This is an optimization exercise on Yosys and OpenROAD, whose aim is small area and a short achievable clock period, not a production implementation.
Function not checked in this run: the RTL went through the layout flow alone.

==> design/flow/run.sh <==
#!/bin/bash
# synth_recipe.tcl (not shown) runs the flow's synth.tcl, then flattens the netlist and writes it again
# the make line also repeats each setting of config.mk as NAME=value (left out here)
make -C /OpenROAD-flow-scripts/flow DESIGN_CONFIG=/design/flow/config.mk WORK_HOME=/design/flow/orfs CLKGATE_MAP_FILE= SYNTH_SCRIPT=/design/flow/synth_recipe.tcl finish
==> design/flow/config.mk <==
export PLATFORM = sky130hd
export DESIGN_NAME = sqrt_16s
export DESIGN_NICKNAME = sqrt_16s
export VERILOG_FILES = /design/flow/design.v
export SDC_FILE = /design/flow/constraint.sdc
export NUM_CORES = 4
export LEC_CHECK = 0
export CAP_MARGIN = 20
export CORE_MARGIN = 2
export CORE_UTILIZATION = 40
export SLEW_MARGIN = 20
==> design/flow/constraint.sdc <==
create_clock -name core_clock -period 3.0 [get_ports {clk}]
set_input_delay 0.6000 -clock core_clock [delete_from_list [all_inputs] [get_ports {clk}]]
set_output_delay 0.6000 -clock core_clock [all_outputs]
set_load 0.01 [all_outputs]
==> design/flow/design.v <==
module sqrt_16s (
    input         clk,
    input  [15:0] data_i,
    input         vld_i,
    output [15:0] data_o,
    output        vld_o
);
    wire [2:0] a1 = {data_i[15:14]};
    wire [2:0] b1 = 2'b01;
    wire [2:0] d1 = a1 - b1;
    wire [0:0] q1 = ~d1[2];
    wire [1:0] r1 = d1[2] ? a1[1:0] : d1[1:0];
    wire [13:0] x1 = data_i[13:0];
    wire [3:0] a2 = {r1, x1[13:12]};
    wire [3:0] b2 = {q1, 2'b01};
    wire [3:0] d2 = a2 - b2;
    wire [1:0] q2 = {q1, ~d2[3]};
    wire [2:0] r2 = d2[3] ? a2[2:0] : d2[2:0];
    wire [11:0] x2 = x1[11:0];
    wire [4:0] a3 = {r2, x2[11:10]};
    wire [4:0] b3 = {q2, 2'b01};
    wire [4:0] d3 = a3 - b3;
    wire [2:0] q3 = {q2, ~d3[4]};
    wire [3:0] r3 = d3[4] ? a3[3:0] : d3[3:0];
    wire [9:0] x3 = x2[9:0];
    reg  [2:0] q_r3;
    always @(posedge clk) q_r3 <= q3;
    reg  [3:0] r_r3;
    always @(posedge clk) r_r3 <= r3;
    reg  [9:0] x_r3;
    always @(posedge clk) x_r3 <= x3;
    reg         v_r3;
    always @(posedge clk) v_r3 <= vld_i;
    wire [5:0] a4 = {r_r3, x_r3[9:8]};
    wire [5:0] b4 = {q_r3, 2'b01};
    wire [5:0] d4 = a4 - b4;
    wire [3:0] q4 = {q_r3, ~d4[5]};
    wire [4:0] r4 = d4[5] ? a4[4:0] : d4[4:0];
    wire [7:0] x4 = x_r3[7:0];
    wire [6:0] a5 = {r4, x4[7:6]};
    wire [6:0] b5 = {q4, 2'b01};
    wire [6:0] d5 = a5 - b5;
    wire [4:0] q5 = {q4, ~d5[6]};
    wire [5:0] r5 = d5[6] ? a5[5:0] : d5[5:0];
    wire [5:0] x5 = x4[5:0];
    wire [7:0] a6 = {r5, x5[5:4]};
    wire [7:0] b6 = {q5, 2'b01};
    wire [7:0] d6 = a6 - b6;
    wire [5:0] q6 = {q5, ~d6[7]};
    wire [6:0] r6 = d6[7] ? a6[6:0] : d6[6:0];
    wire [3:0] x6 = x5[3:0];
    reg  [5:0] q_r6;
    always @(posedge clk) q_r6 <= q6;
    reg  [6:0] r_r6;
    always @(posedge clk) r_r6 <= r6;
    reg  [3:0] x_r6;
    always @(posedge clk) x_r6 <= x6;
    reg         v_r6;
    always @(posedge clk) v_r6 <= v_r3;
    wire [8:0] a7 = {r_r6, x_r6[3:2]};
    wire [8:0] b7 = {q_r6, 2'b01};
    wire [8:0] d7 = a7 - b7;
    wire [6:0] q7 = {q_r6, ~d7[8]};
    wire [7:0] r7 = d7[8] ? a7[7:0] : d7[7:0];
    wire [1:0] x7 = x_r6[1:0];
    wire [9:0] a8 = {r7, x7[1:0]};
    wire [9:0] b8 = {q7, 2'b01};
    wire [9:0] d8 = a8 - b8;
    wire [7:0] q8 = {q7, ~d8[9]};
    wire [8:0] r8 = d8[9] ? a8[8:0] : d8[8:0];
    wire [10:0] a9 = {r8, 2'b00};
    wire [10:0] b9 = {q8, 2'b01};
    wire [10:0] d9 = a9 - b9;
    wire [8:0] q9 = {q8, ~d9[10]};
    wire [9:0] r9 = d9[10] ? a9[9:0] : d9[9:0];
    reg  [8:0] q_r9;
    always @(posedge clk) q_r9 <= q9;
    reg  [9:0] r_r9;
    always @(posedge clk) r_r9 <= r9;
    reg         v_r9;
    always @(posedge clk) v_r9 <= v_r6;
    wire [11:0] a10 = {r_r9, 2'b00};
    wire [11:0] b10 = {q_r9, 2'b01};
    wire [11:0] d10 = a10 - b10;
    wire [9:0] q10 = {q_r9, ~d10[11]};
    wire [10:0] r10 = d10[11] ? a10[10:0] : d10[10:0];
    wire [12:0] a11 = {r10, 2'b00};
    wire [12:0] b11 = {q10, 2'b01};
    wire [12:0] d11 = a11 - b11;
    wire [10:0] q11 = {q10, ~d11[12]};
    wire [11:0] r11 = d11[12] ? a11[11:0] : d11[11:0];
    wire [13:0] a12 = {r11, 2'b00};
    wire [13:0] b12 = {q11, 2'b01};
    wire [13:0] d12 = a12 - b12;
    wire [11:0] q12 = {q11, ~d12[13]};
    wire [12:0] r12 = d12[13] ? a12[12:0] : d12[12:0];
    reg  [11:0] q_r12;
    always @(posedge clk) q_r12 <= q12;
    reg  [12:0] r_r12;
    always @(posedge clk) r_r12 <= r12;
    reg         v_r12;
    always @(posedge clk) v_r12 <= v_r9;
    wire [14:0] a13 = {r_r12, 2'b00};
    wire [14:0] b13 = {q_r12, 2'b01};
    wire [14:0] d13 = a13 - b13;
    wire [12:0] q13 = {q_r12, ~d13[14]};
    wire [13:0] r13 = d13[14] ? a13[13:0] : d13[13:0];
    wire [15:0] a14 = {r13, 2'b00};
    wire [15:0] b14 = {q13, 2'b01};
    wire [15:0] d14 = a14 - b14;
    wire [13:0] q14 = {q13, ~d14[15]};
    wire [14:0] r14 = d14[15] ? a14[14:0] : d14[14:0];
    reg  [13:0] q_r14;
    always @(posedge clk) q_r14 <= q14;
    reg  [14:0] r_r14;
    always @(posedge clk) r_r14 <= r14;
    reg         v_r14;
    always @(posedge clk) v_r14 <= v_r12;
    wire [16:0] a15 = {r_r14, 2'b00};
    wire [16:0] b15 = {q_r14, 2'b01};
    wire [16:0] d15 = a15 - b15;
    wire [14:0] q15 = {q_r14, ~d15[16]};
    wire [15:0] r15 = d15[16] ? a15[15:0] : d15[15:0];
    wire [17:0] a16 = {r15, 2'b00};
    wire [17:0] b16 = {q15, 2'b01};
    wire [17:0] d16 = a16 - b16;
    wire [15:0] q16 = {q15, ~d16[17]};
    reg  [15:0] q_r16;
    always @(posedge clk) q_r16 <= q16;
    reg         v_r16;
    always @(posedge clk) v_r16 <= v_r14;
    assign data_o = q_r16;
    assign vld_o  = v_r16;
endmodule
==> impl_metrics.ini <==
[timing]
max_slew_margin_pct = 68.19
period_share_pct = 180.4
final_period_minus_worst_setup_slack_ns = 5.411
skew_ns = 0.01051
max_freq_mhz = 184.8
layout_setup_ws_ns = -2.411
setup_viol = 50
slew_violations = 0
hold_viol = 0
rsz0062_at_grt = true
worst_slew_pin_slew_ns = 0.4639
setup_tns_ns = -99.18

[route]
vias_per_cell = 4.916
drc = 0
routedWlPerCell_um = 14.05
drtIter0Drc = 248
vias = 8200
dr.pass1.iters = 4
wl_um = 23440
ant_nets = 0

[run_status]
violations = negative setup slack
status = complete, but fails checks

[worst_setup_path]
start_kind = register
max_stage_delay_ns = 0.38
crit_top_cell = ha_4
crit_required_ns = 3.31
r2r_setup_slack_ns = -2.41
cp_slowest_cell = a2111o_1
worstPathCellList = inv_4, ha_4, a211oi_4, o21ai_2, a2111o_1, and3_4, mux2_4, ha_4, a211oi_4, o211ai_1, buf_4, a41oi_4, xnor2_4, mux2_4, ha_4, a21oi_4, o21ai_1, a211o_1, o31a_1, a21o_1, a21oi_2, xnor2_2, buf_4, mux2_2
worstSetupPathType = reg2reg
crit_arrival_ns = 5.72
path_max_fanout = 7
end_kind = register

[synth]
netlist_top_cells_area = dfxtp_1 29%, ha_1 17%, mux2_2 7.6%
synth-edff-count = 0
synthCells = 942
yosys_warnings = 1
synth-compound-area-share_pct = 16.24
yosys-mux-area-fraction_pct = 10.03
netlist-cell-type-count = 78
synthesis.nets = 1087
synth_top_area_share_pct = 28.90
ys.flop_type = dfxtp_1
yosys.area_share.simple_pct = 10.69
synthArstFlopShare_pct = 0
synth_xor_area_share_pct = 10.55
ys_seq_area_share_pct = 28.90
synth_top_family_by_area = adder cells
synth_seq_cells = 126
synth-adder-area-share_pct = 18.64
syn_area_mm2 = 0.008728
avgSynthCellArea_um2 = 9.266
synth_area_leader_cell = dfxtp_1

[global_routing]
antenna_found_initial = 0
grt_pass1_vias = 8369
grt_max_degree = 17
grt_first_pass_wirelength_um = 36900
groute.usage.overall_pct = 20.22
grt_overflow = 0

[clock_tree]
cts.sinks = 126
numCtsBuffers = 17
cts_tree = built
clkLatencyLatePin_ns = 0.42
ctsHtreeMaxLevel = 4
clk_pin_slew_ns = 0.06
cts_max_path_buffers = 2
cts_root_buf = clkbuf_16

[floorplan]
die_height_um = 151.7
die_area_mm2 = 0.02302
start_util_pct = 40.37
die_x_um = 151.7
ios = 35
rows = 54
coreArea_mm2 = 0.02162

[finish]
area_growth_pct = 61.73
finish.utilization_pct = 65.29
nets = 1520
n_antenna_cell = 0
fin_area_mm2 = 0.01412
drive_gt1_share_pct = 47.84

[placement]
place_area_mm2 = 0.01242
gp_congestion = 0.8197
port_buffers = 34
hpwlAfterDp_um = 16970

[hold_path]
holdCritPathClass = reg2reg

[flow_run]
drv_cap = 0

[power_and_ir_drop]
final cells by class:
class	count	area, um^2
timing repair buffer	428	3422
clock inverter	10	150.1
multi-input combinational	705	6800
sequential	126	2542
fill	1733	7505
clock buffer	22	474.2
inverter	97	376.6
tap	280	350.3
cells in the mapped netlist (19+ instances only):
cell and n:
dfxtp_1 126, mux2_2 59, a21oi_1 65, nand2_1 42, nor2_1 53, inv_1 96, ha_1 122, xnor2_1 67
o21ai_0 43, xor2_1 30, nor3_1 19, a21o_1 36
critical path, delay by kind of cell, from the launching register on:
kind,cells,cell delay (ns)
and+or+nand+nor,1,0.20
DFF,1,0.35
buffers and inverters,3,0.36
xor gates and xnor gates,2,0.37
AOI/OAI and AO/OA,12,2.31
adders and majority gates,3,0.71
muxes,3,0.99
placed cells by master (no fill, tap or decap), types with 16 or more instances in the layout:
| master | instances |
|---|---|
| ha_4 | 30 |
| nor2_1 | 44 |
| clkbuf_16 | 17 |
| xnor2_1 | 62 |
| inv_1 | 78 |
| buf_4 | 368 |
| mux2_4 | 37 |
| o21ai_0 | 27 |
| buf_6 | 23 |
| a21oi_2 | 20 |
| nand2_1 | 39 |
| xor2_1 | 27 |
| a21oi_1 | 43 |
| clkdlybuf4s50_1 | 34 |
| dfxtp_2 | 16 |
| ha_1 | 90 |
| dfxtp_1 | 110 |
| a21o_1 | 36 |
| mux2_2 | 29 |
worst paths after layout:
path / startpoint / to / cells after the start
max: q_r9[1] / r_r12[12] / 24
min: x_r3[0] / x_r6[0] / 0
max reg2reg: q_r9[1] / r_r12[12] / 24
min reg2reg: x_r3[0] / x_r6[0] / 0
logic make-up (layout without fill, tap and decap cells):
logic type / count (synthesis) / count (layout)
buffers and inverters: 111 / 557
AOI/OAI and AO/OA: 212 / 212
DFF: 126 / 126
adders and majority gates: 127 / 127
muxes: 77 / 77
and+or+nand+nor: 188 / 188
xor gates and xnor gates: 101 / 101
sequential cells by signal (all words and copies together) (netlist names), 7 cells and up:
name,flops
r_r14,14
r_r9,9
r_r12,12
q_r12,12
q_r9,9
q_r14,14
q_r16,16
r_r6,7
x_r3,10
routing by layer:
layer  share of wire [%]  vias to the layer above  global-route usage [%]  wire length, um
met3                 2.3                       54                   3.982              534
met4                 3.4                        0                   9.306              805
met2                  52                      132                   37.48            12270
met5                   0                        -                       0                0
li1                    -                     4191                       -                -
met1                  42                     3823                   22.07             9835
stage by stage:
stage / setup slack, ns / std cells / hold WS, ns
after floorplan: -2.724 / 942 / 0.3095
after global placement: -2.567 / 1574 / 0.3108
after detailed placement: -2.636 / 1574 / 0.3121
after CTS: -2.536 / 1653 / 0.3264
after global routing: -2.608 / 1668 / 0.3316
final: -2.411 / 1668 / 0.3261
timing repair:
action | 4_1_cts | 5_1_grt
endpoints found under the hold margin | 0 | 0
pin swaps | 68 | 32
setup endpoints to repair | 49 | 50
hold buffers | 0 | 0
setup buffers | 50 | 16
gates resized for setup | 79 | 54

[afterwards: timing with drivers on the ports]
The flow's constraints put no driver on any port. The routed layout listed below was extracted and timed again, unchanged, in two steps.
Step 1 (the two cells are an assumption about what drives the block):
set clk [get_ports {clk}]
set_driving_cell -lib_cell sky130_fd_sc_hd__clkbuf_16 $clk
set_driving_cell -lib_cell sky130_fd_sc_hd__buf_2 [delete_from_list [all_inputs] $clk]
Step 2 times the ports against the registers' clock, not the clock port: input delays grow and output delays shrink by t, the midpoint of the rising clock arrivals with the driver on.
Three values: ideal, step 1, step 2; two values: the first two.
shift t [ns]: 0.468
setup WS [ns]: -2.411 / -2.411 / -2.411
hold slack, ns: 0.326 / 0.326 / 0.326
For this run, drivers alone change the setup slack by 0.000 ns; drivers and shift together by 0.000 ns.
